Background: an optimization exercise with open tools, aiming at small area, a short achievable clock period and few clock cycles. Do not read the settings as production practice. No run shown here included a check of the RTL's function; only the layout flow was run.

==> design.v <==
module CORDIC #(parameter integer W = 32)
(
    input wire clk,
    input wire start,
    input wire signed [31:0] x,
    input wire signed [31:0] y,
    output wire signed [W-1:0]phi,
    output wire done
);
reg [31:0] xr;
reg [31:0] yr;
reg [31:0] z;
reg [4:0] cnt;
reg dn;
reg [0:0] b27;   
reg [1:0] c0;
wire d = yr[31];
wire [31:0] xs, ys, xn, yn, zn;
cordic_shr u_shx (.a(yr), .s({cnt[4:1], c0[0]}), .o(xs));
cordic_shr u_shy (.a(xr), .s({cnt[4:1], ~c0[1]}), .o(ys));
cordic_addsub u_addx (.a(xr), .b(xs), .inv(d), .o(xn));
cordic_addsub u_addy (.a(yr), .b(ys), .inv(~d), .o(yn));
wire [31:0] za;
cordic_ztab u_tab (.i(cnt), .d(d), .dn(dn), .o(za));
cordic_add u_addz (.a(z), .b(za), .o(zn));
cordic_fin u_fin (.a(z), .b(b27), .o(phi));
assign done = dn;
always @(posedge clk) begin
    if (start) begin
        xr  <= x;
        yr  <= y;
        z   <= 32'h906dfdfb;
    end else begin
        xr  <= xn;
        yr  <= yn;
        z   <= zn;
    end
    if (start) begin
        cnt <= 5'd0;
        dn  <= 1'b0;
        c0[0] <= 1'b0;
        c0[1] <= 1'b1;
    end else if (!dn) begin
        cnt <= cnt + 5'd1;
        dn  <= (cnt == 5'd26);
        b27 <= {~yn[31]};
        c0[0] <= ~c0[0];
        c0[1] <= ~c0[1];
    end
end
endmodule
module cordic_shr (input wire [31:0] a, input wire [4:0] s, output wire [31:0] o);
wire [31:0] l0 = s[0] ? {{1{a[31]}}, a[31:1]} : a;
wire [31:0] l1 = s[1] ? {{2{l0[31]}}, l0[31:2]} : l0;
wire [31:0] l2 = s[2] ? {{4{l1[31]}}, l1[31:4]} : l1;
wire [31:0] l3 = s[3] ? {{8{l2[31]}}, l2[31:8]} : l2;
wire [31:0] l4 = s[4] ? {{16{l3[31]}}, l3[31:16]} : l3;
assign o = l4;
endmodule
module cordic_addsub (input wire [31:0] a, input wire [31:0] b, input wire inv, output wire [31:0] o);
wire [31:0] ax;
cordic_xor u_x (.a(a), .s(inv), .o(ax));
wire [31:0] p, g;
cordic_pgx u_pg (.a(a), .ax(ax), .b(b), .cin(inv), .p(p), .g(g));
cordic_pfx u_pfx (.p(p), .g(g), .cin(inv), .o(o));
endmodule
module cordic_xor (input wire [31:0] a, input wire s, output wire [31:0] o);
assign o = a ^ {32{s}};
endmodule
module cordic_pgx (input wire [31:0] a, input wire [31:0] ax, input wire [31:0] b, input wire cin, output wire [31:0] p, output wire [31:0] g);
assign p = ax ^ b;
wire [31:0] g1 = a & ~p;
assign g = {g1[31:1], g1[0] | (p[0] & cin)};
endmodule
module cordic_pfx (input wire [31:0] p, input wire [31:0] g, input wire cin, output wire [31:0] o);
wire G0_1 = g[1] | (p[1] & g[0]);
wire G0_3 = g[3] | (p[3] & g[2]);
wire P0_3 = p[3] & p[2];
wire G0_5 = g[5] | (p[5] & g[4]);
wire P0_5 = p[5] & p[4];
wire G0_7 = g[7] | (p[7] & g[6]);
wire P0_7 = p[7] & p[6];
wire G0_9 = g[9] | (p[9] & g[8]);
wire P0_9 = p[9] & p[8];
wire G0_11 = g[11] | (p[11] & g[10]);
wire P0_11 = p[11] & p[10];
wire G0_13 = g[13] | (p[13] & g[12]);
wire P0_13 = p[13] & p[12];
wire G0_15 = g[15] | (p[15] & g[14]);
wire P0_15 = p[15] & p[14];
wire G0_17 = g[17] | (p[17] & g[16]);
wire P0_17 = p[17] & p[16];
wire G0_19 = g[19] | (p[19] & g[18]);
wire P0_19 = p[19] & p[18];
wire G0_21 = g[21] | (p[21] & g[20]);
wire P0_21 = p[21] & p[20];
wire G0_23 = g[23] | (p[23] & g[22]);
wire P0_23 = p[23] & p[22];
wire G0_25 = g[25] | (p[25] & g[24]);
wire P0_25 = p[25] & p[24];
wire G0_27 = g[27] | (p[27] & g[26]);
wire P0_27 = p[27] & p[26];
wire G0_29 = g[29] | (p[29] & g[28]);
wire P0_29 = p[29] & p[28];
wire G0_31 = g[31] | (p[31] & g[30]);
wire P0_31 = p[31] & p[30];
wire G1_2 = g[2] | (p[2] & G0_1);
wire G1_3 = G0_3 | (P0_3 & G0_1);
wire G1_6 = g[6] | (p[6] & G0_5);
wire P1_6 = p[6] & P0_5;
wire G1_7 = G0_7 | (P0_7 & G0_5);
wire P1_7 = P0_7 & P0_5;
wire G1_10 = g[10] | (p[10] & G0_9);
wire P1_10 = p[10] & P0_9;
wire G1_11 = G0_11 | (P0_11 & G0_9);
wire P1_11 = P0_11 & P0_9;
wire G1_14 = g[14] | (p[14] & G0_13);
wire P1_14 = p[14] & P0_13;
wire G1_15 = G0_15 | (P0_15 & G0_13);
wire P1_15 = P0_15 & P0_13;
wire G1_18 = g[18] | (p[18] & G0_17);
wire P1_18 = p[18] & P0_17;
wire G1_19 = G0_19 | (P0_19 & G0_17);
wire P1_19 = P0_19 & P0_17;
wire G1_22 = g[22] | (p[22] & G0_21);
wire P1_22 = p[22] & P0_21;
wire G1_23 = G0_23 | (P0_23 & G0_21);
wire P1_23 = P0_23 & P0_21;
wire G1_26 = g[26] | (p[26] & G0_25);
wire P1_26 = p[26] & P0_25;
wire G1_27 = G0_27 | (P0_27 & G0_25);
wire P1_27 = P0_27 & P0_25;
wire G1_30 = g[30] | (p[30] & G0_29);
wire P1_30 = p[30] & P0_29;
wire G1_31 = G0_31 | (P0_31 & G0_29);
wire P1_31 = P0_31 & P0_29;
wire G2_4 = g[4] | (p[4] & G1_3);
wire G2_5 = G0_5 | (P0_5 & G1_3);
wire G2_6 = G1_6 | (P1_6 & G1_3);
wire G2_7 = G1_7 | (P1_7 & G1_3);
wire G2_12 = g[12] | (p[12] & G1_11);
wire P2_12 = p[12] & P1_11;
wire G2_13 = G0_13 | (P0_13 & G1_11);
wire P2_13 = P0_13 & P1_11;
wire G2_14 = G1_14 | (P1_14 & G1_11);
wire P2_14 = P1_14 & P1_11;
wire G2_15 = G1_15 | (P1_15 & G1_11);
wire P2_15 = P1_15 & P1_11;
wire G2_20 = g[20] | (p[20] & G1_19);
wire P2_20 = p[20] & P1_19;
wire G2_21 = G0_21 | (P0_21 & G1_19);
wire P2_21 = P0_21 & P1_19;
wire G2_22 = G1_22 | (P1_22 & G1_19);
wire P2_22 = P1_22 & P1_19;
wire G2_23 = G1_23 | (P1_23 & G1_19);
wire P2_23 = P1_23 & P1_19;
wire G2_28 = g[28] | (p[28] & G1_27);
wire P2_28 = p[28] & P1_27;
wire G2_29 = G0_29 | (P0_29 & G1_27);
wire P2_29 = P0_29 & P1_27;
wire G2_30 = G1_30 | (P1_30 & G1_27);
wire P2_30 = P1_30 & P1_27;
wire G2_31 = G1_31 | (P1_31 & G1_27);
wire P2_31 = P1_31 & P1_27;
wire G3_8 = g[8] | (p[8] & G2_7);
wire G3_9 = G0_9 | (P0_9 & G2_7);
wire G3_10 = G1_10 | (P1_10 & G2_7);
wire G3_11 = G1_11 | (P1_11 & G2_7);
wire G3_12 = G2_12 | (P2_12 & G2_7);
wire G3_13 = G2_13 | (P2_13 & G2_7);
wire G3_14 = G2_14 | (P2_14 & G2_7);
wire G3_15 = G2_15 | (P2_15 & G2_7);
wire G3_24 = g[24] | (p[24] & G2_23);
wire P3_24 = p[24] & P2_23;
wire G3_25 = G0_25 | (P0_25 & G2_23);
wire P3_25 = P0_25 & P2_23;
wire G3_26 = G1_26 | (P1_26 & G2_23);
wire P3_26 = P1_26 & P2_23;
wire G3_27 = G1_27 | (P1_27 & G2_23);
wire P3_27 = P1_27 & P2_23;
wire G3_28 = G2_28 | (P2_28 & G2_23);
wire P3_28 = P2_28 & P2_23;
wire G3_29 = G2_29 | (P2_29 & G2_23);
wire P3_29 = P2_29 & P2_23;
wire G3_30 = G2_30 | (P2_30 & G2_23);
wire P3_30 = P2_30 & P2_23;
wire G3_31 = G2_31 | (P2_31 & G2_23);
wire P3_31 = P2_31 & P2_23;
wire G4_16 = g[16] | (p[16] & G3_15);
wire G4_17 = G0_17 | (P0_17 & G3_15);
wire G4_18 = G1_18 | (P1_18 & G3_15);
wire G4_19 = G1_19 | (P1_19 & G3_15);
wire G4_20 = G2_20 | (P2_20 & G3_15);
wire G4_21 = G2_21 | (P2_21 & G3_15);
wire G4_22 = G2_22 | (P2_22 & G3_15);
wire G4_23 = G2_23 | (P2_23 & G3_15);
wire G4_24 = G3_24 | (P3_24 & G3_15);
wire G4_25 = G3_25 | (P3_25 & G3_15);
wire G4_26 = G3_26 | (P3_26 & G3_15);
wire G4_27 = G3_27 | (P3_27 & G3_15);
wire G4_28 = G3_28 | (P3_28 & G3_15);
wire G4_29 = G3_29 | (P3_29 & G3_15);
wire G4_30 = G3_30 | (P3_30 & G3_15);
wire G4_31 = G3_31 | (P3_31 & G3_15);
assign o = p ^ {G4_30, G4_29, G4_28, G4_27, G4_26, G4_25, G4_24, G4_23, G4_22, G4_21, G4_20, G4_19, G4_18, G4_17, G4_16, G3_15, G3_14, G3_13, G3_12, G3_11, G3_10, G3_9, G3_8, G2_7, G2_6, G2_5, G2_4, G1_3, G1_2, G0_1, g[0], cin};
endmodule
module cordic_add (input wire [31:0] a, input wire [31:0] b, output wire [31:0] o);
wire [31:0] p, g;
cordic_pgz u_pg (.a(a), .b(b), .p(p), .g(g));
cordic_pfx u_pfx (.p(p), .g(g), .cin(1'b0), .o(o));
endmodule
module cordic_pgz (input wire [31:0] a, input wire [31:0] b, output wire [31:0] p, output wire [31:0] g);
assign p = a ^ b;
assign g = a & b;
endmodule
module cordic_ztab (input wire [4:0] i, input wire d, input wire dn, output wire [31:0] o);
wire [31:0] t =
    ({32{i == 5'd0}} & 32'h6487ed52) |
    ({32{i == 5'd1}} & 32'h3b58ce0a) |
    ({32{i == 5'd2}} & 32'h1f5b75fa) |
    ({32{i == 5'd3}} & 32'h0feadd4e) |
    ({32{i == 5'd4}} & 32'h07fd56ee) |
    ({32{i == 5'd5}} & 32'h03ffaab8) |
    ({32{i == 5'd6}} & 32'h01fff556) |
    ({32{i == 5'd7}} & 32'h00fffeaa) |
    ({32{i == 5'd8}} & 32'h007fffd6) |
    ({32{i == 5'd9}} & 32'h003ffffa) |
    ({32{i == 5'd10}} & 32'h00200000) |
    ({32{i == 5'd11}} & 32'h00100000) |
    ({32{i == 5'd12}} & 32'h00080000) |
    ({32{i == 5'd13}} & 32'h00040000) |
    ({32{i == 5'd14}} & 32'h00020000) |
    ({32{i == 5'd15}} & 32'h00010000) |
    ({32{i == 5'd16}} & 32'h00008000) |
    ({32{i == 5'd17}} & 32'h00004000) |
    ({32{i == 5'd18}} & 32'h00002000) |
    ({32{i == 5'd19}} & 32'h00001000) |
    ({32{i == 5'd20}} & 32'h00000800) |
    ({32{i == 5'd21}} & 32'h00000400) |
    ({32{i == 5'd22}} & 32'h00000200) |
    ({32{i == 5'd23}} & 32'h00000100) |
    ({32{i == 5'd24}} & 32'h00000080) |
    ({32{i == 5'd25}} & 32'h00000040) |
    ({32{i == 5'd26}} & 32'h00000020);
assign o = (d | dn) ? 32'h0 : t;
endmodule
module cordic_fin (input wire [31:0] a, input wire [0:0] b, output wire [31:0] o);
wire [27:0] t = a[31:4];
wire a0_1 = t[1] & t[0];
wire a0_3 = t[3] & t[2];
wire a0_5 = t[5] & t[4];
wire a0_7 = t[7] & t[6];
wire a0_9 = t[9] & t[8];
wire a0_11 = t[11] & t[10];
wire a0_13 = t[13] & t[12];
wire a0_15 = t[15] & t[14];
wire a0_17 = t[17] & t[16];
wire a0_19 = t[19] & t[18];
wire a0_21 = t[21] & t[20];
wire a0_23 = t[23] & t[22];
wire a0_25 = t[25] & t[24];
wire a0_27 = t[27] & t[26];
wire a1_2 = t[2] & a0_1;
wire a1_3 = a0_3 & a0_1;
wire a1_6 = t[6] & a0_5;
wire a1_7 = a0_7 & a0_5;
wire a1_10 = t[10] & a0_9;
wire a1_11 = a0_11 & a0_9;
wire a1_14 = t[14] & a0_13;
wire a1_15 = a0_15 & a0_13;
wire a1_18 = t[18] & a0_17;
wire a1_19 = a0_19 & a0_17;
wire a1_22 = t[22] & a0_21;
wire a1_23 = a0_23 & a0_21;
wire a1_26 = t[26] & a0_25;
wire a1_27 = a0_27 & a0_25;
wire a2_4 = t[4] & a1_3;
wire a2_5 = a0_5 & a1_3;
wire a2_6 = a1_6 & a1_3;
wire a2_7 = a1_7 & a1_3;
wire a2_12 = t[12] & a1_11;
wire a2_13 = a0_13 & a1_11;
wire a2_14 = a1_14 & a1_11;
wire a2_15 = a1_15 & a1_11;
wire a2_20 = t[20] & a1_19;
wire a2_21 = a0_21 & a1_19;
wire a2_22 = a1_22 & a1_19;
wire a2_23 = a1_23 & a1_19;
wire a3_8 = t[8] & a2_7;
wire a3_9 = a0_9 & a2_7;
wire a3_10 = a1_10 & a2_7;
wire a3_11 = a1_11 & a2_7;
wire a3_12 = a2_12 & a2_7;
wire a3_13 = a2_13 & a2_7;
wire a3_14 = a2_14 & a2_7;
wire a3_15 = a2_15 & a2_7;
wire a3_24 = t[24] & a2_23;
wire a3_25 = a0_25 & a2_23;
wire a3_26 = a1_26 & a2_23;
wire a3_27 = a1_27 & a2_23;
wire a4_16 = t[16] & a3_15;
wire a4_17 = a0_17 & a3_15;
wire a4_18 = a1_18 & a3_15;
wire a4_19 = a1_19 & a3_15;
wire a4_20 = a2_20 & a3_15;
wire a4_21 = a2_21 & a3_15;
wire a4_22 = a2_22 & a3_15;
wire a4_23 = a2_23 & a3_15;
wire a4_24 = a3_24 & a3_15;
wire a4_25 = a3_25 & a3_15;
wire a4_26 = a3_26 & a3_15;
wire a4_27 = a3_27 & a3_15;
assign o = {t ^ {(b[0] & a4_26), (b[0] & a4_25), (b[0] & a4_24), (b[0] & a4_23), (b[0] & a4_22), (b[0] & a4_21), (b[0] & a4_20), (b[0] & a4_19), (b[0] & a4_18), (b[0] & a4_17), (b[0] & a4_16), (b[0] & a3_15), (b[0] & a3_14), (b[0] & a3_13), (b[0] & a3_12), (b[0] & a3_11), (b[0] & a3_10), (b[0] & a3_9), (b[0] & a3_8), (b[0] & a2_7), (b[0] & a2_6), (b[0] & a2_5), (b[0] & a2_4), (b[0] & a1_3), (b[0] & a1_2), (b[0] & a0_1), (b[0] & t[0]), b[0]}, a[3:0]};
endmodule
==> run.sh <==
#!/bin/bash
# synth_recipe.tcl (not shown) runs the flow's synth.tcl, then flattens the netlist and writes it again
# the make line also repeats each setting of config.mk as NAME=value (left out here)
make -C /OpenROAD-flow-scripts/flow DESIGN_CONFIG=/design/flow/config.mk WORK_HOME=/design/flow/orfs CLKGATE_MAP_FILE= SYNTH_SCRIPT=/design/flow/synth_recipe.tcl finish
==> config.mk <==
export PLATFORM = sky130hd
export DESIGN_NAME = CORDIC
export DESIGN_NICKNAME = CORDIC
export VERILOG_FILES = /design/flow/design.v
export SDC_FILE = /design/flow/constraint.sdc
export NUM_CORES = 4
export LEC_CHECK = 0
export ABC_AREA = 1
export CAP_MARGIN = 20
export CORE_MARGIN = 2
export CORE_UTILIZATION = 40
export SETUP_SLACK_MARGIN = 4
export SLEW_MARGIN = 20
export SYNTH_HIERARCHICAL = 1
export SYNTH_MINIMUM_KEEP_SIZE = 0
==> constraint.sdc <==
create_clock -name core_clock -period 7.5 [get_ports {clk}]
set_input_delay 1.5000 -clock core_clock [delete_from_list [all_inputs] [get_ports {clk}]]
set_output_delay 1.5000 -clock core_clock [all_outputs]
set_load 0.01 [all_outputs]
==> results of run 1 <==
==> per-layer routing <==
metal,vias up,routed length [µm],GRT usage [%]
li1,9270,-,-
met1,7729,23800,33.6
met2,505,22300,38.1
met3,64,2890,3.53
met4,0,1140,5.78
met5,-,0,0
==> cell usage in the layout, fill, tap and decap left out, types with 29 or more instances in the layout <==
cell	count
nand3_1	395
buf_4	53
nand2_2	75
ha_1	50
clkdlybuf4s50_1	70
nor2_1	292
dfxtp_1	82
nand2_1	1148
a21oi_1	86
nand3_2	55
xor2_1	29
inv_1	399
==> flip-flops by register name, indices dropped and copies added (netlist names) <==
signal	cells
yr	32
xr	32
z	32
b27	1
dn	1
cnt	5
c0	2
==> critical path: stages (launching register included) <==
cell and delay [ns]:
dfxtp_4 0.38, nand2_4 0.07, nor2_4 0.18, nand2_4 0.11, buf_4 0.16, nor2_4 0.17, nand3_1 0.09, nand2_1 0.07
nand2_1 0.05, clkdlybuf4s15_1 0.22
==> layout make-up <==
type	instances	share of cell area, %
multi-input combinational	2314	62.9
clock buffer	10	1.35
timing repair buffer	171	9.52
sequential	105	12.2
tap	518	3.65
inverter	427	9.54
clock inverter	6	0.367
timing repair inverter	9	0.416
==> stage by stage <==
step                      utilization (%)  cell area, µm²
final                                45.9           17700
after global routing                 45.9           17700
after CTS                            44.2           17100
after detailed placement             42.6           16500
after global placement               42.6           16500
after floorplan                         -           15700
==> timing repair <==
| item | 4_1_cts | 5_1_grt |
|---|---|---|
| setup endpoints to repair | 99 | 87 |
| gates resized for setup | 66 | 106 |
| pin swaps | 9 | 11 |
| gates cloned | 7 | 6 |
| buffers inserted | 22 | 38 |
| hold buffers | 0 | 0 |
==> worst max-delay path by stage <==
stage               depth (start not counted)  slack [ns]                start        endpoint
floorplan                                  27        4.55  cnt[1]$_SDFFE_PP0N_  yr[17]$_DFF_P_
global placement                           23        3.36  cnt[2]$_SDFFE_PP0N_  xr[17]$_DFF_P_
detailed placement                         23        3.32  cnt[2]$_SDFFE_PP0N_  xr[17]$_DFF_P_
CTS                                         9        3.95      z[7]$_SDFF_PP1_         phi[17]
global route                               18        3.97  cnt[4]$_SDFFE_PP0N_  xr[30]$_DFF_P_
finish                                      9        4.09      z[5]$_SDFF_PP1_         phi[24]
==> flow_summary.json, run 1 <==
{
  "cts_tree": "built",
  "dp_cells": 3471,
  "drtAntennaViolNets": 0,
  "worstPathMaxFanout": 5,
  "wirelength_mm": 50.1,
  "place_worst_setup_slack_ns": 3.32,
  "slew_violations": 0,
  "clk_latency_ns": 0.41,
  "reg2reg_slack_ns": 4.25,
  "grt-ovfl-total": 0,
  "end_kind": "output port",
  "die_h_um": 202,
  "grt_max_degree": 69,
  "die_width_um": 202,
  "hold_depth": 1,
  "htreeDepth": 3,
  "regArea_um2": 2170,
  "ctsRootBufferMaster": "clkbuf_16",
  "drive_gt1_share_pct": 12.3,
  "io_pins": 99,
  "antenna_found_initial": 0,
  "fin_ws_ns": 4.09,
  "clock.fmax_ghz": 0.293,
  "post_drt_wl_per_cell_um": 14.1,
  "setup_violations": 0,
  "hold_start": "c0[1]$_SDFFE_PP1N_",
  "timing.slew.headroom_pct": 48.4,
  "drc": 0,
  "vias_per_cell": 4.93,
  "hold_viol": 0,
  "cts_buffers": 9,
  "io_buffers": 98,
  "antenna_cells": 0,
  "clk_pin_slew_worst_paths_ns": 0.08,
  "dp_hpwl_mm": 37.1,
  "final.setup_skew_ns": 0.0239,
  "rsz0062_at_grt": "true",
  "clock-sinks": 105,
  "core_um2": 38600,
  "hold_ws_ns": 0.509,
  "critPathKind": "flop to output port",
  "max-clock-path-buffers": 2,
  "finalCriticalPeriod_ns": 3.41,
  "required_ns": 6.00,
  "grt_pass1_wl_mm": 79.1,
  "gp_congestion": 0.958,
  "worst_slew_pin_slew_ns": 0.774,
  "setup_tns_ns": 0,
  "status": "finished clean",
  "fill_cells": 4147,
  "layout.cells.non_filler": 3560,
  "initial_utilization_pct": 40.6,
  "avgSynthCellArea_um2": 5.30,
  "initialDrtViolationCount": 1526,
  "design.die.area_um2": 40800,
  "area_delta_synth_final_pct": 13.1,
  "drtPass1Iterations": 5,
  "reg2reg_from": "cnt[1]$_SDFFE_PP0N_",
  "via_count": 17600,
  "track_usage_pct": 23.9,
  "hold_class": "flop to flop",
  "rows": 72,
  "hold-path-endpoint": "c0[1]$_SDFFE_PP1N_",
  "r2r-end": "z[31]$_SDFF_PP1_",
  "reg2reg_depth": 19,
  "nets": 3153,
  "synth_warnings": 7,
  "maxCapViolations": 0,
  "multi_input_area_um2": 11200,
  "cp-start-kind": "flop",
  "netlist_area_um2": 15700,
  "grt_pass1_vias": 15500,
  "crit_arrival_ns": 1.91,
  "syn_inst": 2958,
  "final.period_utilization_pct": 45.4
}
==> inputs of run 2 (changes only) <==
--- a/config.mk
+++ b/config.mk
@@ -9,7 +9,7 @@
 export CAP_MARGIN = 20
 export CORE_MARGIN = 2
 export CORE_UTILIZATION = 40
-export SETUP_SLACK_MARGIN = 4
+export SETUP_SLACK_MARGIN = 4.5
 export SLEW_MARGIN = 20
 export SYNTH_HIERARCHICAL = 1
 export SYNTH_MINIMUM_KEEP_SIZE = 0
==> flow_summary.json, run 2 <==
{
  "status": "finished clean",
  "clock-sinks": 105,
  "setup_tns_ns": 0,
  "place_worst_setup_slack_ns": 3.32,
  "hold_depth": 2,
  "r2r-end": "xr[17]$_DFF_P_",
  "cpPeakStageDelay_ns": 0.36,
  "end_kind": "output port",
  "fill_cells": 3645,
  "cts_tree": "built",
  "final_common_cell": "nand2_1",
  "cp.depth": 10,
  "initialDrtViolationCount": 1818,
  "io_buffers": 98,
  "worstPathCellList": "nand2_4, nor2_4, nand2_4, nor2_4, buf_6, buf_6, nand3_2, nand2_1, nand2_1, buf_6",
  "synth_warnings": 7,
  "hold_start": "c0[1]$_SDFFE_PP1N_",
  "via_count": 19500,
  "syn_inst": 2958,
  "drive_gt1_share_pct": 32.2,
  "grt_max_degree": 69,
  "critPathSlowestCell": "dfxtp_2",
  "grt_pass1_wl_mm": 84.1,
  "gp_congestion": 0.958,
  "reg2reg_slack_ns": 4.28,
  "top_regs": "xr (32), yr (32), z (32)",
  "stdcell_area_um2": 22300,
  "ctsRootBufferMaster": "clkbuf_16",
  "setup_violations": 0,
  "design.die.area_um2": 40800,
  "netlist_area_um2": 15700,
  "final.setup_skew_ns": 0.0205,
  "hold-path-endpoint": "c0[1]$_SDFFE_PP1N_",
  "path_buf_inv": 3,
  "critPathKind": "flop to output port",
  "finalCriticalPeriod_ns": 3.31,
  "grt_pass1_vias": 16300,
  "post_drt_wl_per_cell_um": 15.9,
  "final.period_utilization_pct": 44.2,
  "antenna_found_initial": 0,
  "area_delta_synth_final_pct": 42.2,
  "rows": 72,
  "critical-path-top-delay-family": "simple AND/OR/NAND/NOR gates",
  "fin_ws_ns": 4.19,
  "maxCapViolations": 0,
  "die_h_um": 202,
  "io_pins": 99,
  "antenna_cells": 0,
  "rsz0062_at_grt": "true",
  "reg2reg_depth": 26,
  "grt-ovfl-total": 0,
  "die_width_um": 202,
  "track_usage_pct": 25.5,
  "required_ns": 6.00,
  "drtPass1Iterations": 7,
  "clk_pin_slew_worst_paths_ns": 0.08,
  "drtAntennaViolNets": 0,
  "clock.fmax_ghz": 0.302,
  "hold_class": "flop to flop",
  "worst_slew_pin_slew_ns": 0.800,
  "max-clock-path-buffers": 2,
  "initial_utilization_pct": 40.6,
  "timing.slew.headroom_pct": 46.7,
  "slew_violations": 0,
  "nets": 3329,
  "reg2reg_from": "cnt[1]$_SDFFE_PP0N_",
  "place_area_um2": 16500,
  "layout.cells.non_filler": 3736,
  "drc": 0,
  "core_um2": 38600,
  "dp_cells": 3471,
  "hold_buffers": 0,
  "layout_common_cells": "nand2_1 (974), inv_1 (388), nand3_1 (268), nand2_2 (201), nor2_1 (196)",
  "dp_hpwl_mm": 37.1,
  "vias_per_cell": 5.22,
  "cts_buffers": 9,
  "cp-start-kind": "flop",
  "hold_viol": 0,
  "avgSynthCellArea_um2": 5.30,
  "critPathMostFrequentCell": "buf_6",
  "htreeDepth": 3,
  "clk_latency_ns": 0.41,
  "worstPathMaxFanout": 4,
  "wirelength_mm": 59.4,
  "crit_arrival_ns": 1.81
}
## run 2: cell types whose count changed in the layout (fill, tap and decap cells not counted), sizes merged, moves of 4 or more
| cell | delta |
|---|---|
| buf | +190 |
| dlygate4sd2 | -7 |
| clkinv | +4 |
| clkdlybuf4s15 | -8 |
## run 2: timing repair
action                                  4_1_cts  5_1_grt
gates resized for setup                     310      641
buffers inserted                             96      121
cloned                                       17       15
pin swaps                                    40      224
endpoints found under the setup margin      121      103
## run 2: final cells by class
cell class              instances  area (µm²)  share of cell area, %
flip-flops and latches        105        2180                   9.77
repair inverters               13         181                  0.813
clock buffers                  10         239                   1.07
multi-input cells            2317       13800                   61.7
inverters                     427        1750                   7.86
clock inverters                 6        65.1                  0.292
well taps                     518         648                   2.91
repair buffers                340        3470                   15.5
## run 2: worst max path at each step
stage / slack (ns) / to / from
detailed placement: 3.32 / xr[17]$_DFF_P_ / cnt[2]$_SDFFE_PP0N_
floorplan: 4.55 / yr[17]$_DFF_P_ / cnt[1]$_SDFFE_PP0N_
finish: 4.19 / phi[29] / z[4]$_SDFF_PP1_
global route: 4.07 / xr[17]$_DFF_P_ / cnt[1]$_SDFFE_PP0N_
global placement: 3.36 / xr[17]$_DFF_P_ / cnt[2]$_SDFFE_PP0N_
CTS: 4.15 / phi[19] / z[7]$_SDFF_PP1_
## run 2: metal layers
metal / share of wire [%] / global-route usage, % / wire, µm / up-vias
met5: 0 / 0 / 0 / -
met4: 4.2 / 7.20 / 2510 / 0
met3: 7.6 / 4.21 / 4530 / 197
met2: 46 / 41.2 / 27300 / 849
met1: 42 / 34.9 / 25100 / 8827
li1: - / - / - / 9628
## run 2: through the flow
step / util, % / hold WS (ns)
global placement: 42.6 / 0.448
detailed placement: 42.6 / 0.465
CTS: 47.6 / 0.537
floorplan: - / 0.434
finish: 57.7 / 0.536
global route: 57.7 / 0.594
## run 2: worst register-to-register path, stage by stage, from the launching register on
cell	delay [ns]
dfxtp_4	0.38
buf_8	0.13
buf_6	0.11
buf_12	0.14
clkbuf_16	0.16
nand3_2	0.16
nand3_4	0.12
nand2_1	0.06
nand2_1	0.05
nand2_1	0.07
nand2_1	0.12
nand2_2	0.09
nand2_1	0.06
inv_1	0.05
nor2_4	0.12
nor2_1	0.10
nand2_1	0.08
nand2_2	0.06
nand2_2	0.09
nand2_4	0.07
a21oi_4	0.23
nand2_8	0.11
ha_4	0.17
nor2_2	0.11
xnor2_1	0.14
nand2_1	0.07
nand2_1	0.09
==> inputs of run 3 (changes only) <==
--- a/config.mk
+++ b/config.mk
@@ -9,7 +9,7 @@
 export CAP_MARGIN = 20
 export CORE_MARGIN = 2
 export CORE_UTILIZATION = 40
-export SETUP_SLACK_MARGIN = 4.5
+export SETUP_SLACK_MARGIN = 3.8
 export SLEW_MARGIN = 20
 export SYNTH_HIERARCHICAL = 1
 export SYNTH_MINIMUM_KEEP_SIZE = 0
==> flow_summary.json, run 3 <==
{
  "track_usage_pct": 23.7,
  "place_worst_setup_slack_ns": 3.32,
  "design.die.area_um2": 40800,
  "hold_viol": 0,
  "die_h_um": 202,
  "setup_tns_ns": 0,
  "grt_max_degree": 69,
  "drc": 0,
  "crit_path_start": "b27$_DFFE_PP_",
  "hold_buffers": 0,
  "final_common_cell": "nand2_1",
  "core_um2": 38600,
  "finalCriticalPeriod_ns": 3.64,
  "final.setup_skew_ns": 0.0223,
  "synth_warnings": 7,
  "avgSynthCellArea_um2": 5.30,
  "cts_tree": "built",
  "critPathKind": "flop to output port",
  "crit_arrival_ns": 2.14,
  "die_width_um": 202,
  "nets": 3122,
  "clk_pin_slew_worst_paths_ns": 0.09,
  "path_buf_inv": 2,
  "netlist_area_um2": 15700,
  "initial_utilization_pct": 40.6,
  "vias_per_cell": 4.94,
  "maxCapViolations": 0,
  "gp_congestion": 0.958,
  "fin_ws_ns": 3.86,
  "wirelength_mm": 48.9,
  "antenna_cells": 0,
  "dp_hpwl_mm": 37.1,
  "end_kind": "output port",
  "io_pins": 99,
  "hold_class": "flop to flop",
  "setup_violations": 0,
  "drive_gt1_share_pct": 10.2,
  "htreeDepth": 3,
  "rows": 72,
  "fill_cells": 4179,
  "slew_violations": 0,
  "reg2reg_from": "cnt[3]$_SDFFE_PP0N_",
  "clock.fmax_ghz": 0.275,
  "grt_pass1_vias": 15400,
  "io_buffers": 98,
  "clk_latency_ns": 0.41,
  "worstPathCellList": "inv_2, nor2_1, nand3_1, nor2_4, nand3b_1, nand2_1, clkdlybuf4s50_1",
  "multi_input_area_um2": 11100,
  "worstPathMaxFanout": 5,
  "ctsRootBufferMaster": "clkbuf_16",
  "post_drt_wl_per_cell_um": 13.9,
  "cpPeakStageDelay_ns": 0.54,
  "cp-start-kind": "flop",
  "status": "finished clean",
  "area_delta_synth_final_pct": 10.3,
  "timing.slew.headroom_pct": 48.7,
  "critical-path-top-delay-family": "buffers and inverters",
  "clock-sinks": 105,
  "hold_start": "c0[1]$_SDFFE_PP1N_",
  "required_ns": 6.00,
  "syn_inst": 2958,
  "regArea_um2": 2150,
  "top_regs": "xr (32), yr (32), z (32)",
  "drtPass1Iterations": 5,
  "via_count": 17400,
  "cts_buffers": 9,
  "antenna_found_initial": 0,
  "layout_common_cells": "nand2_1 (1152), nand3_1 (402), inv_1 (400), nor2_1 (301), a21oi_1 (87)",
  "critPathSlowestCell": "clkdlybuf4s50_1",
  "initialDrtViolationCount": 1467,
  "rsz0062_at_grt": "true",
  "grt_pass1_wl_mm": 78.5,
  "drtAntennaViolNets": 0,
  "worst_slew_pin_slew_ns": 0.770,
  "grt-ovfl-total": 0,
  "max-clock-path-buffers": 2,
  "final.period_utilization_pct": 48.5
}
[run 3: final timing paths]
| path | end | slack, ns | cells after the start |
|---|---|---|---|
| min reg2reg | c0[1]$_SDFFE_PP1N_ | 0.53 | 1 |
| max | phi[26] | 3.86 | 7 |
| min | c0[1]$_SDFFE_PP1N_ | 0.53 | 1 |
| max reg2reg | xr[17]$_DFF_P_ | 4.08 | 22 |
[run 3: area by class of cell]
class	count	share of cell area [%]
multi-input combinational	2314	63.9
inverter	427	9.67
tap	518	3.75
timing repair inverter	7	0.304
clock inverter	6	0.376
sequential	105	12.4
clock buffer	10	1.38
timing repair buffer	142	8.16
[run 3: timing repair]
item,4_1_cts,5_1_grt
resized for setup,34,48
pin swaps,7,6
buffers inserted,13,21
gates cloned,6,2
endpoints found under the setup margin,77,71
[run 3: per-stage QoR]
step           hold slack, ns  instances  util, %  cell area (µm²)
3_3_place_gp            0.448       3471     42.6            16500
2_1_floorplan           0.434       2959        -            15700
4_1_cts                 0.568       3506     43.9            17000
6_report                0.532       3529     44.8            17300
5_1_grt                 0.595       3529     44.8            17300
3_5_place_dp            0.465       3471     42.6            16500
[run 3: layer usage]
layer  GRT usage, %  vias up  routed length [µm]
met2           37.6      542               21400
met5              0        -                   0
met4           5.70        0                1010
met1           33.4     7642               23500
met3           3.63       56                2940
li1               -     9199                   -
==> inputs of run 4 (changes only) <==
==> flow/run.sh (new file) <==
#!/bin/bash
# The standard layout, with ORFS's power recovery (downsizing of cells on
# paths with positive slack) enabled after the global-route timing repair.
set -euo pipefail
bash standard.sh RECOVER_POWER=100 finish > flow_standard.log 2>&1
==> standard.sh (new file) <==
#!/bin/bash
# synth_recipe.tcl (not shown) runs the flow's synth.tcl, then flattens the netlist and writes it again
# the make line also repeats each setting of config.mk as NAME=value (left out here)
make -C /OpenROAD-flow-scripts/flow DESIGN_CONFIG=/design/flow/config.mk WORK_HOME=/design/flow/orfs CLKGATE_MAP_FILE= SYNTH_SCRIPT=/design/flow/synth_recipe.tcl "${@:-finish}"
--- a/config.mk
+++ b/config.mk
@@ -9,7 +9,7 @@
 export CAP_MARGIN = 20
 export CORE_MARGIN = 2
 export CORE_UTILIZATION = 40
-export SETUP_SLACK_MARGIN = 3.8
+export SETUP_SLACK_MARGIN = 4
 export SLEW_MARGIN = 20
 export SYNTH_HIERARCHICAL = 1
 export SYNTH_MINIMUM_KEEP_SIZE = 0
removed: run.sh
==> flow_summary.json, run 4 <==
{
  "met2WireLength_mm": 22.1,
  "io_buffers": 98,
  "final.setup_skew_ns": 0.0233,
  "met1Wirelength_mm": 23.8,
  "regArea_um2": 2160,
  "path_buf_inv": 3,
  "multi_input_area_um2": 11100,
  "track_usage_pct": 23.9,
  "top_regs": "xr (32), yr (32), z (32)",
  "core_um2": 38600,
  "grt_pass1_vias": 15500,
  "syn_inst": 2958,
  "worstPathCellList": "buf_6, clkinvlp_2, nand2_1, nand2_1, nor2_1, nor2_1, ha_1, inv_1, nand2_1, nand2_1, nand2_2, nand2_2, nand2_4, nand2_4, nand2_1, ha_1, nor2_1, xnor2_1, nand2_1, nand2_1",
  "io_pins": 99,
  "grt_max_degree": 69,
  "critical-path-top-delay-family": "simple AND/OR/NAND/NOR gates",
  "worst_slew_pin_slew_ns": 1.63,
  "antenna_cells": 0,
  "critPathMostFrequentCell": "nand2_1",
  "cpPeakStageDelay_ns": 0.80,
  "maxCapViolations": 1,
  "hold_viol": 0,
  "antenna_found_initial": 0,
  "final.period_utilization_pct": 56.4,
  "hold_class": "flop to flop",
  "rsz0062_at_grt": "true",
  "finalCriticalPeriod_ns": 4.23,
  "crit_arrival_ns": 4.57,
  "rows": 72,
  "design.die.area_um2": 40800,
  "layout_common_cells": "nand2_1 (1153), inv_1 (399), nand3_1 (396), nor2_1 (298), a21oi_1 (86)",
  "critPathKind": "flop to flop",
  "wl_met3_mm": 3.14,
  "timing.slew.headroom_pct": -8.48,
  "drtAntennaViolNets": 0,
  "critPathSlowestCell": "dfxtp_1",
  "worstPathMaxFanout": 36,
  "wirelength_mm": 50.2,
  "reg2reg_depth": 20,
  "clk_latency_ns": 0.41,
  "drtPass1Iterations": 6,
  "drc": 0,
  "clk_pin_slew_worst_paths_ns": 0.09,
  "grt_pass1_wl_mm": 79.1,
  "grt-ovfl-total": 0,
  "gp_congestion": 0.958,
  "cp.depth": 20,
  "die_h_um": 202,
  "vias_per_cell": 4.94,
  "area_delta_synth_final_pct": 12.1,
  "ctsRootBufferMaster": "clkbuf_16",
  "setup_tns_ns": 0,
  "synth_warnings": 7,
  "die_width_um": 202,
  "cts_tree": "built",
  "hold_depth": 1,
  "avgSynthCellArea_um2": 5.30,
  "hold_ws_ns": 0.508,
  "via_count": 17600,
  "cts_buffers": 9,
  "top_layer_used": "met4",
  "max-clock-path-buffers": 2,
  "dp_hpwl_mm": 37.1,
  "netlist_area_um2": 15700,
  "status": "finished with violations",
  "required_ns": 7.84,
  "post_drt_wl_per_cell_um": 14.1,
  "fill_cells": 4178,
  "clock-sinks": 105,
  "nets": 3153,
  "clock.fmax_ghz": 0.236,
  "end_kind": "flop",
  "final_common_cell": "nand2_1",
  "initial_utilization_pct": 40.6,
  "slew_violations": 40,
  "htreeDepth": 3,
  "drive_gt1_share_pct": 11.5,
  "so.violations": "capacitance limit, slew limit",
  "setup_violations": 0,
  "cp-start-kind": "flop",
  "initialDrtViolationCount": 1564
}
[run 4: worst register-to-register path, cell delays in order, from the launching register on]
cell and delay (ns):
dfxtp_1 0.80, buf_6 0.41, clkinvlp_2 0.60, nand2_1 0.21, nand2_1 0.12, nor2_1 0.13
nor2_1 0.07, ha_1 0.19, inv_1 0.05, nand2_1 0.08, nand2_1 0.08, nand2_2 0.07
nand2_2 0.09, nand2_4 0.08, nand2_4 0.06, nand2_1 0.38, ha_1 0.37, nor2_1 0.11
xnor2_1 0.12, nand2_1 0.06, nand2_1 0.08
[run 4: layout make-up]
cell class	instances	area share, %
Multi-Input combinational cell	2314	63.0
Sequential cell	105	12.3
Inverter	427	9.61
Timing Repair Buffer	171	9.31
Tap cell	518	3.68
Clock buffer	10	1.36
Timing Repair inverter	9	0.391
Clock inverter	6	0.370
[run 4: final timing paths]
kind	startpoint	end	slack [ns]
max	cnt[4]$_SDFFE_PP0N_	yr[17]$_DFF_P_	3.27
min	c0[1]$_SDFFE_PP1N_	c0[1]$_SDFFE_PP1N_	0.51
max reg2reg	cnt[4]$_SDFFE_PP0N_	yr[17]$_DFF_P_	3.27
min reg2reg	c0[1]$_SDFFE_PP1N_	c0[1]$_SDFFE_PP1N_	0.51
[run 4: metrics by stage]
stage	cell area, µm²	util [%]	setup slack [ns]	std cells
detailed placement	16500	42.6	3.32	3471
global route	17600	45.5	2.86	3560
global placement	16500	42.6	3.36	3471
finish	17600	45.5	3.27	3560
CTS	17100	44.2	3.95	3516
floorplan	15700	-	4.55	2959
[run 4: timing repair]
action                                  4_1_cts  5_1_grt
resized for setup                            66      106
hold endpoints to repair                      0        0
hold buffers                                  0        0
pin swaps                                     9       11
endpoints found under the setup margin       99       87
setup buffers                                22       38
cloned                                        7        6
[run 4: layer usage]
metal  vias to the layer above  track usage, %
li1                       9256               -
met1                      7725            33.6
met2                       543            38.1
met3                        56            3.53
met4                         0            5.78
met5                         -               0
==> inputs of run 5 (changes only) <==
--- a/design.v
+++ b/design.v
@@ -12,7 +12,7 @@
 reg [31:0] z;
 reg [4:0] cnt;
 reg dn;
-reg [0:0] b27;   
+reg [1:0] b27;   
 reg [1:0] c0;
 wire d = yr[31];
 wire [31:0] xs, ys, xn, yn, zn;
@@ -43,7 +43,7 @@
     end else if (!dn) begin
         cnt <= cnt + 5'd1;
         dn  <= (cnt == 5'd26);
-        b27 <= {~yn[31]};
+        b27 <= {yn[31], ~yn[31]};
         c0[0] <= ~c0[0];
         c0[1] <= ~c0[1];
     end
@@ -244,7 +244,7 @@
     ({32{i == 5'd26}} & 32'h00000020);
 assign o = (d | dn) ? 32'h0 : t;
 endmodule
-module cordic_fin (input wire [31:0] a, input wire [0:0] b, output wire [31:0] o);
+module cordic_fin (input wire [31:0] a, input wire [1:0] b, output wire [31:0] o);
 wire [27:0] t = a[31:4];
 wire a0_1 = t[1] & t[0];
 wire a0_3 = t[3] & t[2];
@@ -310,5 +310,5 @@
 wire a4_25 = a3_25 & a3_15;
 wire a4_26 = a3_26 & a3_15;
 wire a4_27 = a3_27 & a3_15;
-assign o = {t ^ {(b[0] & a4_26), (b[0] & a4_25), (b[0] & a4_24), (b[0] & a4_23), (b[0] & a4_22), (b[0] & a4_21), (b[0] & a4_20), (b[0] & a4_19), (b[0] & a4_18), (b[0] & a4_17), (b[0] & a4_16), (b[0] & a3_15), (b[0] & a3_14), (b[0] & a3_13), (b[0] & a3_12), (b[0] & a3_11), (b[0] & a3_10), (b[0] & a3_9), (b[0] & a3_8), (b[0] & a2_7), (b[0] & a2_6), (b[0] & a2_5), (b[0] & a2_4), (b[0] & a1_3), (b[0] & a1_2), (b[0] & a0_1), (b[0] & t[0]), b[0]}, a[3:0]};
+assign o = {t ^ {(~b[1] & a4_26), (~b[1] & a4_25), (~b[1] & a4_24), (~b[1] & a4_23), (~b[1] & a4_22), (~b[1] & a4_21), (~b[1] & a4_20), (~b[1] & a4_19), (~b[1] & a4_18), (~b[1] & a4_17), (~b[1] & a4_16), (~b[1] & a3_15), (~b[1] & a3_14), (~b[1] & a3_13), (b[0] & a3_12), (b[0] & a3_11), (b[0] & a3_10), (b[0] & a3_9), (b[0] & a3_8), (b[0] & a2_7), (b[0] & a2_6), (b[0] & a2_5), (b[0] & a2_4), (b[0] & a1_3), (b[0] & a1_2), (b[0] & a0_1), (b[0] & t[0]), b[0]}, a[3:0]};
 endmodule
==> run.sh (new file) <==
#!/bin/bash
# synth_recipe.tcl (not shown) runs the flow's synth.tcl, then flattens the netlist and writes it again
# the make line also repeats each setting of config.mk as NAME=value (left out here)
make -C /OpenROAD-flow-scripts/flow DESIGN_CONFIG=/design/flow/config.mk WORK_HOME=/design/flow/orfs CLKGATE_MAP_FILE= SYNTH_SCRIPT=/design/flow/synth_recipe.tcl finish
removed: flow/run.sh
removed: standard.sh
==> flow_summary.json, run 5 <==
{
  "status": "finished clean",
  "antenna_cells": 0,
  "required_ns": 6.00,
  "synth_warnings": 7,
  "ctsRootBufferMaster": "clkbuf_16",
  "dp_hpwl_mm": 36.5,
  "syn_inst": 2952,
  "layout.cells.non_filler": 3545,
  "core_um2": 38600,
  "initial_utilization_pct": 40.6,
  "worst_slew_pin_slew_ns": 0.602,
  "drive_gt1_share_pct": 11.6,
  "cp-start-kind": "flop",
  "grt_use_met1_pct": 29.2,
  "finalCriticalPeriod_ns": 3.48,
  "rows": 72,
  "hold_ws_ns": 0.479,
  "use_met3_pct": 2.81,
  "vias_per_cell": 4.94,
  "drc": 0,
  "dp_cells": 3467,
  "via_count": 17500,
  "post_drt_wl_per_cell_um": 13.5,
  "setup_tns_ns": 0,
  "grt_pass1_wl_mm": 76.6,
  "hold_viol": 0,
  "nets": 3138,
  "setup_violations": 0,
  "rsz0062_at_grt": "true",
  "slew_violations": 0,
  "grt_pass1_vias": 15600,
  "layout_common_cells": "nand2_1 (1156), inv_1 (401), nand3_1 (397), nor2_1 (285), a21oi_1 (86)",
  "track_usage_pct": 22.9,
  "clock-sinks": 106,
  "final.period_utilization_pct": 46.4,
  "io_pins": 99,
  "clk_latency_ns": 0.39,
  "cts_buffers": 9,
  "hold_class": "flop to flop",
  "max-clock-path-buffers": 2,
  "reg2reg_depth": 23,
  "avgSynthCellArea_um2": 5.31,
  "maxCapViolations": 0,
  "final_common_cell": "nand2_1",
  "hold_depth": 1,
  "io_buffers": 98,
  "die_h_um": 202,
  "top_regs": "xr (32), yr (32), z (32)",
  "gp_congestion": 0.970,
  "use_met2_pct": 39.2,
  "area_delta_synth_final_pct": 12.5,
  "netlist_area_um2": 15700,
  "clk_pin_slew_worst_paths_ns": 0.08,
  "design.die.area_um2": 40800,
  "grt-ovfl-total": 0,
  "critPathKind": "flop to output port",
  "cts_tree": "built",
  "end_kind": "output port",
  "fill_cells": 4287,
  "die_width_um": 202,
  "drtPass1Iterations": 6,
  "crit_arrival_ns": 1.98,
  "clock.fmax_ghz": 0.287,
  "timing.slew.headroom_pct": 59.8,
  "grt_max_degree": 59,
  "worstPathMaxFanout": 4,
  "initialDrtViolationCount": 1151,
  "wirelength_mm": 47.7,
  "drtAntennaViolNets": 0,
  "final.setup_skew_ns": 0.0191,
  "grt-busiest-layer": "met2",
  "reg2reg_slack_ns": 4.23,
  "htreeDepth": 3,
  "antenna_found_initial": 0
}
run 5: changes by cell type in the layout (fill, tap and decap cells not counted), moves of 5 or more:
| cell | before | now |
|---|---|---|
| clkdlybuf4s50_1 | 64 | 76 |
| nand4_1 | 22 | 17 |
| dlygate4sd3_1 | 6 | 0 |
| clkbuf_1 | 8 | 0 |
| clkdlybuf4s25_1 | 6 | 0 |
| nor2_1 | 298 | 285 |
| nand3_2 | 54 | 49 |
| nor2_2 | 18 | 24 |
run 5: final cells by class:
class / instances / area [µm²] / area share [%]
Clock inverter: 6 / 77.6 / 0.440
Timing Repair inverter: 7 / 52.6 / 0.298
Sequential cell: 106 / 2190 / 12.4
Inverter: 429 / 1690 / 9.59
Tap cell: 518 / 648 / 3.67
Timing Repair Buffer: 162 / 1630 / 9.21
Multi-Input combinational cell: 2307 / 11100 / 63.0
Clock buffer: 10 / 250 / 1.42
run 5: metal layers:
layer | share of wire (%) | wire length, µm | vias to the layer above
li1 | - | - | 9202
met2 | 47 | 22300 | 395
met5 | 0 | 0 | -
met3 | 4.4 | 2110 | 84
met1 | 45 | 21700 | 7821
met4 | 3.3 | 1580 | 0
run 5: final timing paths:
check	end	from
worst min register to register	c0[1]$_SDFFE_PP1N_	c0[1]$_SDFFE_PP1N_
worst max-delay path	phi[15]	b27[0]$_DFFE_PP_
worst max register to register	yr[17]$_DFF_P_	c0[1]$_SDFFE_PP1N_
worst min-delay path	c0[1]$_SDFFE_PP1N_	c0[1]$_SDFFE_PP1N_
run 5: stage by stage:
step	setup WS [ns]	area, µm²	util [%]
6_report	4.02	17600	45.6
5_1_grt	3.87	17600	45.6
4_1_cts	3.83	17100	44.2
3_5_place_dp	3.55	16500	42.7
3_3_place_gp	3.57	16500	42.7
2_1_floorplan	4.55	15700	-
run 5: timing repair:
item / CTS / global route
hold buffers: 0 / 0
pin swaps: 6 / 10
cloned: 7 / 4
setup buffers: 17 / 34
endpoints found under the setup margin: 99 / 79
gates resized for setup: 59 / 84
endpoints found under the hold margin: 0 / 0
run 5: worst max-delay path, stage by stage (launching register included):
cell and delay [ns]:
edfxtp_1 0.56, nand2_4 0.17, nor2_4 0.04, buf_4 0.13, nand2_1 0.06, nand2_1 0.05, inv_1 0.05, clkdlybuf4s50_1 0.52
==> inputs of run 6 (changes only) <==
--- a/config.mk
+++ b/config.mk
@@ -5,7 +5,7 @@
 export SDC_FILE = /design/flow/constraint.sdc
 export NUM_CORES = 4
 export LEC_CHECK = 0
-export ABC_AREA = 1
+export ABC_AREA = 0
 export CAP_MARGIN = 20
 export CORE_MARGIN = 2
 export CORE_UTILIZATION = 40
==> flow_summary.json, run 6 <==
{
  "cts_tree": "built",
  "rows": 68,
  "worst_slew_pin_slew_ns": 0.782,
  "finalCriticalPeriod_ns": 4.37,
  "die_h_um": 192,
  "dp_hpwl_mm": 31.9,
  "drc": 0,
  "clk_pin_slew_worst_paths_ns": 0.09,
  "avgSynthCellArea_um2": 8.66,
  "clk_latency_ns": 0.40,
  "rsz0062_at_grt": "true",
  "syn_inst": 1627,
  "antenna_found_initial": 0,
  "initialDrtViolationCount": 1164,
  "ctsRootBufferMaster": "clkbuf_16",
  "setup_violations": 0,
  "required_ns": 7.79,
  "grt-ovfl-total": 0,
  "netlist_area_um2": 14100,
  "grt_max_degree": 71,
  "io_buffers": 98,
  "via_count": 13300,
  "hold_viol": 0,
  "clock-sinks": 106,
  "drtAntennaViolNets": 0,
  "design.die.area_um2": 36700,
  "drive_gt1_share_pct": 31.3,
  "wirelength_mm": 45.7,
  "io_pins": 99,
  "die_width_um": 192,
  "cts_buffers": 9,
  "maxCapViolations": 0,
  "status": "finished clean",
  "nets": 1906,
  "antenna_cells": 0,
  "cp-start-kind": "flop",
  "crit_arrival_ns": 4.65,
  "clock.fmax_ghz": 0.229,
  "hold_ws_ns": 0.636,
  "worstPathMaxFanout": 7,
  "final.setup_skew_ns": 0.0178,
  "reg2reg_slack_ns": 3.13,
  "grt_pass1_wl_mm": 69.7,
  "synth_warnings": 7,
  "critPathKind": "flop to flop",
  "slew_violations": 0,
  "htreeDepth": 3,
  "core_um2": 34600,
  "layout_common_cells": "nor2_1 (137), xor2_1 (126), inv_1 (108), buf_4 (107), dfxtp_1 (83)",
  "area_delta_synth_final_pct": 26.2,
  "timing.slew.headroom_pct": 47.9,
  "gp_congestion": 0.986,
  "end_kind": "flop",
  "final.period_utilization_pct": 58.2,
  "hold_buffers": 0,
  "final_common_cell": "nor2_1",
  "track_usage_pct": 24.3,
  "max-clock-path-buffers": 2,
  "top_regs": "xr (32), yr (32), z (32)",
  "vias_per_cell": 5.90,
  "hold_class": "flop to flop",
  "setup_tns_ns": 0,
  "place_area_um2": 15000,
  "drtPass1Iterations": 6,
  "grt_pass1_vias": 12500,
  "initial_utilization_pct": 40.7,
  "stdcell_area_um2": 17800,
  "post_drt_wl_per_cell_um": 20.3
}
-- run 6: area by class of cell --
class | count | area [µm²]
fill | 3241 | 16900
multi-input combinational | 1309 | 11800
timing repair buffer | 251 | 2500
sequential | 106 | 2190
tap | 455 | 569
inverter | 113 | 440
clock buffer | 9 | 225
clock inverter | 7 | 80.1
-- run 6: what timing repair did --
action | CTS | global route
setup buffers | 86 | 48
gates cloned | 6 | 1
pin swaps | 65 | 71
resized for setup | 199 | 145
setup endpoints to repair | 112 | 98
-- run 6: path summary, 6_finish.rpt --
kind                         to  depth (start not counted)                 from
max              xr[30]$_DFF_P_                         16  cnt[1]$_SDFFE_PP0N_
min          c0[1]$_SDFFE_PP1N_                          3   c0[1]$_SDFFE_PP1N_
max reg2reg      xr[30]$_DFF_P_                         16  cnt[1]$_SDFFE_PP0N_
min reg2reg  c0[1]$_SDFFE_PP1N_                          3   c0[1]$_SDFFE_PP1N_
-- run 6: metrics by stage --
step	utilization, %	instances	setup slack (ns)
floorplan	-	1628	3.43
global placement	43.3	2093	2.35
detailed placement	43.3	2093	2.30
CTS	48.4	2201	3.18
global route	51.3	2250	2.99
finish	51.3	2250	3.13
-- run 6: critical path, cell delays in order, from the launching register on --
cell and delay, ns:
dfxtp_4 0.47, buf_6 0.15, buf_4 0.13, mux4_2 0.52, mux2i_4 0.26, o22a_1 0.19, nand3_2 0.13, xor2_2 0.34
nor2_1 0.09, a21o_1 0.18, a31o_1 0.23, a221o_1 0.39, o21a_1 0.23, o21ba_4 0.23, a221o_1 0.30, xor2_1 0.14
mux2_2 0.26
-- run 6: layer usage --
| metal | routed length (µm) | track usage, % |
|---|---|---|
| met5 | 0 | 0 |
| met3 | 3190 | 4.31 |
| met4 | 1570 | 9.59 |
| met1 | 18800 | 30.4 |
| met2 | 22200 | 41.4 |
==> inputs of run 7 (changes only) <==
--- a/design.v
+++ b/design.v
@@ -12,12 +12,15 @@
 reg [31:0] z;
 reg [4:0] cnt;
 reg dn;
-reg [1:0] b27;   
+reg [0:0] b27;   
 reg [1:0] c0;
 wire d = yr[31];
 wire [31:0] xs, ys, xn, yn, zn;
-cordic_shr u_shx (.a(yr), .s({cnt[4:1], c0[0]}), .o(xs));
-cordic_shr u_shy (.a(xr), .s({cnt[4:1], ~c0[1]}), .o(ys));
+wire [31:0] yx, xy;
+cordic_xor u_ix (.a(yr), .s(d), .o(yx));
+cordic_xor u_iy (.a(xr), .s(~d), .o(xy));
+cordic_shr u_shx (.a(yx), .s({cnt[4:1], c0[0]}), .o(xs));
+cordic_shr u_shy (.a(xy), .s({cnt[4:1], ~c0[1]}), .o(ys));
 cordic_addsub u_addx (.a(xr), .b(xs), .inv(d), .o(xn));
 cordic_addsub u_addy (.a(yr), .b(ys), .inv(~d), .o(yn));
 wire [31:0] za;
@@ -43,7 +46,7 @@
     end else if (!dn) begin
         cnt <= cnt + 5'd1;
         dn  <= (cnt == 5'd26);
-        b27 <= {yn[31], ~yn[31]};
+        b27 <= {~yn[31]};
         c0[0] <= ~c0[0];
         c0[1] <= ~c0[1];
     end
@@ -58,20 +61,17 @@
 assign o = l4;
 endmodule
 module cordic_addsub (input wire [31:0] a, input wire [31:0] b, input wire inv, output wire [31:0] o);
-wire [31:0] ax;
-cordic_xor u_x (.a(a), .s(inv), .o(ax));
 wire [31:0] p, g;
-cordic_pgx u_pg (.a(a), .ax(ax), .b(b), .cin(inv), .p(p), .g(g));
+cordic_pg u_pg (.a(a), .b(b), .cin(inv), .p(p), .g(g));
 cordic_pfx u_pfx (.p(p), .g(g), .cin(inv), .o(o));
 endmodule
+module cordic_pg (input wire [31:0] a, input wire [31:0] b, input wire cin, output wire [31:0] p, output wire [31:0] g);
+assign p = a ^ b;
+assign g = {a[31:1] & b[31:1], (a[0] & b[0]) | ((a[0] ^ b[0]) & cin)};
+endmodule
 module cordic_xor (input wire [31:0] a, input wire s, output wire [31:0] o);
 assign o = a ^ {32{s}};
 endmodule
-module cordic_pgx (input wire [31:0] a, input wire [31:0] ax, input wire [31:0] b, input wire cin, output wire [31:0] p, output wire [31:0] g);
-assign p = ax ^ b;
-wire [31:0] g1 = a & ~p;
-assign g = {g1[31:1], g1[0] | (p[0] & cin)};
-endmodule
 module cordic_pfx (input wire [31:0] p, input wire [31:0] g, input wire cin, output wire [31:0] o);
 wire G0_1 = g[1] | (p[1] & g[0]);
 wire G0_3 = g[3] | (p[3] & g[2]);
@@ -244,7 +244,7 @@
     ({32{i == 5'd26}} & 32'h00000020);
 assign o = (d | dn) ? 32'h0 : t;
 endmodule
-module cordic_fin (input wire [31:0] a, input wire [1:0] b, output wire [31:0] o);
+module cordic_fin (input wire [31:0] a, input wire [0:0] b, output wire [31:0] o);
 wire [27:0] t = a[31:4];
 wire a0_1 = t[1] & t[0];
 wire a0_3 = t[3] & t[2];
@@ -310,5 +310,5 @@
 wire a4_25 = a3_25 & a3_15;
 wire a4_26 = a3_26 & a3_15;
 wire a4_27 = a3_27 & a3_15;
-assign o = {t ^ {(~b[1] & a4_26), (~b[1] & a4_25), (~b[1] & a4_24), (~b[1] & a4_23), (~b[1] & a4_22), (~b[1] & a4_21), (~b[1] & a4_20), (~b[1] & a4_19), (~b[1] & a4_18), (~b[1] & a4_17), (~b[1] & a4_16), (~b[1] & a3_15), (~b[1] & a3_14), (~b[1] & a3_13), (b[0] & a3_12), (b[0] & a3_11), (b[0] & a3_10), (b[0] & a3_9), (b[0] & a3_8), (b[0] & a2_7), (b[0] & a2_6), (b[0] & a2_5), (b[0] & a2_4), (b[0] & a1_3), (b[0] & a1_2), (b[0] & a0_1), (b[0] & t[0]), b[0]}, a[3:0]};
+assign o = {t ^ {(b[0] & a4_26), (b[0] & a4_25), (b[0] & a4_24), (b[0] & a4_23), (b[0] & a4_22), (b[0] & a4_21), (b[0] & a4_20), (b[0] & a4_19), (b[0] & a4_18), (b[0] & a4_17), (b[0] & a4_16), (b[0] & a3_15), (b[0] & a3_14), (b[0] & a3_13), (b[0] & a3_12), (b[0] & a3_11), (b[0] & a3_10), (b[0] & a3_9), (b[0] & a3_8), (b[0] & a2_7), (b[0] & a2_6), (b[0] & a2_5), (b[0] & a2_4), (b[0] & a1_3), (b[0] & a1_2), (b[0] & a0_1), (b[0] & t[0]), b[0]}, a[3:0]};
 endmodule
--- a/config.mk
+++ b/config.mk
@@ -5,7 +5,7 @@
 export SDC_FILE = /design/flow/constraint.sdc
 export NUM_CORES = 4
 export LEC_CHECK = 0
-export ABC_AREA = 0
+export ABC_AREA = 1
 export CAP_MARGIN = 20
 export CORE_MARGIN = 2
 export CORE_UTILIZATION = 40
==> flow_summary.json, run 7 <==
{
  "status": "finished clean",
  "track_usage_pct": 23.6,
  "ctsRootBufferMaster": "clkbuf_16",
  "nets": 2930,
  "initialDrtViolationCount": 1297,
  "hold_start": "c0[1]$_SDFFE_PP1N_",
  "grt_pass1_wl_mm": 74.6,
  "slew_violations": 0,
  "reg2reg_from": "yr[31]$_DFF_P_",
  "hold_buffers": 0,
  "hold_viol": 0,
  "crit_arrival_ns": 1.99,
  "top_regs": "xr (32), yr (32), z (32)",
  "hold_depth": 1,
  "reg2reg_slack_ns": 4.06,
  "syn_inst": 2640,
  "critPathSlowestCell": "edfxtp_1",
  "cpPeakStageDelay_ns": 0.37,
  "clock.fmax_ghz": 0.287,
  "die_h_um": 198,
  "die_width_um": 198,
  "cp-start-kind": "flop",
  "clk_pin_slew_worst_paths_ns": 0.08,
  "max-clock-path-buffers": 2,
  "fin_ws_ns": 4.01,
  "wirelength_mm": 49.3,
  "cts_tree": "built",
  "setup_tns_ns": 0,
  "clk_latency_ns": 0.40,
  "place_worst_setup_slack_ns": 3.22,
  "antenna_cells": 0,
  "drtPass1Iterations": 7,
  "r2r-end": "yr[17]$_DFF_P_",
  "path_buf_inv": 4,
  "hold-path-endpoint": "c0[1]$_SDFFE_PP1N_",
  "gp_congestion": 0.944,
  "io_buffers": 98,
  "final.setup_skew_ns": 0.0198,
  "worst_slew_pin_slew_ns": 0.624,
  "multi_input_area_um2": 11800,
  "rsz0062_at_grt": "true",
  "required_ns": 6.00,
  "drc": 0,
  "grt-ovfl-total": 0,
  "grt_pass1_vias": 14700,
  "maxCapViolations": 0,
  "via_count": 16800,
  "fill_cells": 3971,
  "netlist_area_um2": 15000,
  "design.die.area_um2": 39200,
  "rows": 71,
  "drtAntennaViolNets": 0,
  "post_drt_wl_per_cell_um": 15.1,
  "timing.slew.headroom_pct": 58.2,
  "regArea_um2": 2160,
  "htreeDepth": 3,
  "layout_common_cells": "nand2_1 (988), nand3_1 (335), inv_1 (274), nand2_2 (160), nor2_1 (114)",
  "final_common_cell": "nand2_1",
  "antenna_found_initial": 0,
  "critical-path-top-delay-family": "buffers and inverters",
  "synth_warnings": 7,
  "dp_hpwl_mm": 35.2,
  "vias_per_cell": 5.13,
  "cts_buffers": 9,
  "area_delta_synth_final_pct": 21.6,
  "finalCriticalPeriod_ns": 3.49,
  "worstPathMaxFanout": 4
}
==> run 7: worst max path at each step <==
| stage | start | endpoint | slack [ns] | cells past startpoint |
|---|---|---|---|---|
| final | b27$_DFFE_PP_ | phi[22] | 4.01 | 10 |
| after global routing | yr[31]$_DFF_P_ | yr[17]$_DFF_P_ | 3.82 | 29 |
| after CTS | z[6]$_SDFF_PP1_ | phi[31] | 3.81 | 7 |
| after detailed placement | cnt[1]$_SDFFE_PP0N_ | yr[17]$_DFF_P_ | 3.22 | 26 |
| after global placement | cnt[1]$_SDFFE_PP0N_ | yr[17]$_DFF_P_ | 3.24 | 26 |
| after floorplan | yr[31]$_DFF_P_ | yr[17]$_DFF_P_ | 4.25 | 29 |
==> run 7: worst register-to-register path: cells and delay by family (launching register included) <==
kind / cells / cell delay [ns]
XOR/XNOR: 1 / 0.12
adder cells (fa/ha/maj): 3 / 0.55
buffers and inverters: 5 / 0.63
flip-flops: 1 / 0.37
AND/OR/NAND/NOR: 20 / 1.70
==> run 7: logic make-up (layout without fill, tap and decap cells) <==
family | after synthesis | in the layout | share of synthesized area [%]
and+or+nand+nor | 1832 | 1835 | 55.3
buffers and inverters | 417 | 528 | 13.9
AOI/OAI and AO/OA | 125 | 125 | 4.63
adders and majority gates | 114 | 114 | 9.48
DFF | 105 | 105 | 14.0
xor gates and xnor gates | 45 | 45 | 2.62
other | 2 | 3 | 0.0499
==> run 7: timing repair <==
item | 4_1_cts | 5_1_grt
cloned | 12 | 8
pin swaps | 8 | 22
buffers inserted | 23 | 60
resized for setup | 83 | 253
setup endpoints to repair | 116 | 83
==> run 7: area by class of cell <==
type,count,area share [%]
timing repair inverter,9,0.506
clock buffer,12,1.40
timing repair buffer,200,11.0
sequential,105,11.8
multi-input combinational,2122,64.7
inverter,303,6.76
clock inverter,4,0.321
tap,511,3.50
==> run 7: layer usage <==
| layer | global-route usage [%] | share of wire (%) | wire, µm |
|---|---|---|---|
| met5 | 0 | 0 | 0 |
| met4 | 6.27 | 2.4 | 1200 |
| met3 | 3.08 | 5.2 | 2590 |
| met2 | 38.2 | 45 | 22300 |
| met1 | 32.8 | 47 | 23300 |
==> run 7: Yosys stat by module (local to each module, per instance), a selection <==
module | flops+latches | cells inside | times used | cell area (µm²)
cordic_pg | 0 | 35 | 2 | 412
cordic_ztab | 0 | 138 | 1 | 676
cordic_pgz | 0 | 32 | 1 | 400
cordic_shr | 0 | 386 | 2 | 1980
cordic_xor | 0 | 136 | 2 | 597
CORDIC | 105 | 393 | 1 | 3390
cordic_fin | 0 | 158 | 1 | 812
cordic_add | 0 | 1 | 1 | 3.75
cordic_pfx | 0 | 268 | 3 | 1270
==> run 7: through the flow <==
step / std cells / utilization, % / hold WS [ns] / area [µm²]
after global placement: 3147 / 42.3 / 0.492 / 15800
final: 3266 / 48.9 / 0.517 / 18300
after global routing: 3266 / 48.9 / 0.539 / 18300
after floorplan: 2641 / - / 0.434 / 15100
after CTS: 3198 / 44.5 / 0.511 / 16700
after detailed placement: 3147 / 42.3 / 0.495 / 15800

[afterwards: timing with drivers on the ports]
How much do the figures lean on ideal ports? The routed layouts below were timed once more, with nothing changed but the port constraints.
Step 1 assumes that a clkbuf_16 drives the clock port and a buf_2 every other input.
Step 2 times the ports against the registers' clock, not the clock port: input delays grow and output delays shrink by t, the midpoint of the rising clock arrivals with the driver on.
Three values: ideal ports, drivers, drivers and shift; two values: the first two.
| run | t (ns) | slack for setup (ns) | clock arrival spread, ns | worst data-port slew with drivers (ns) | pins driven straight from the clock port |
|---|---|---|---|---|---|
| run 1 | 0.455 | 4.092 / 4.035 / 4.251 | 0.024 / 0.023 | 0.05 | 1 |
| run 2 | 0.456 | 4.186 / 4.129 / 4.278 | 0.024 / 0.023 | 0.05 | 1 |
| run 3 | 0.450 | 3.860 / 3.806 / 4.082 | 0.022 / 0.023 | 0.05 | 1 |
| run 4 | 0.454 | 3.272 / 3.261 / 3.272 | 0.024 / 0.023 | 0.05 | 1 |
| run 5 | 0.436 | 4.019 / 3.965 / 4.229 | 0.020 / 0.019 | 0.06 | 1 |
| run 6 | 0.441 | 3.133 / 3.133 / 3.133 | 0.018 / 0.018 | 0.06 | 1 |
| run 7 | 0.445 | 4.010 / 3.957 / 4.058 | 0.020 / 0.020 | 0.07 | 1 |
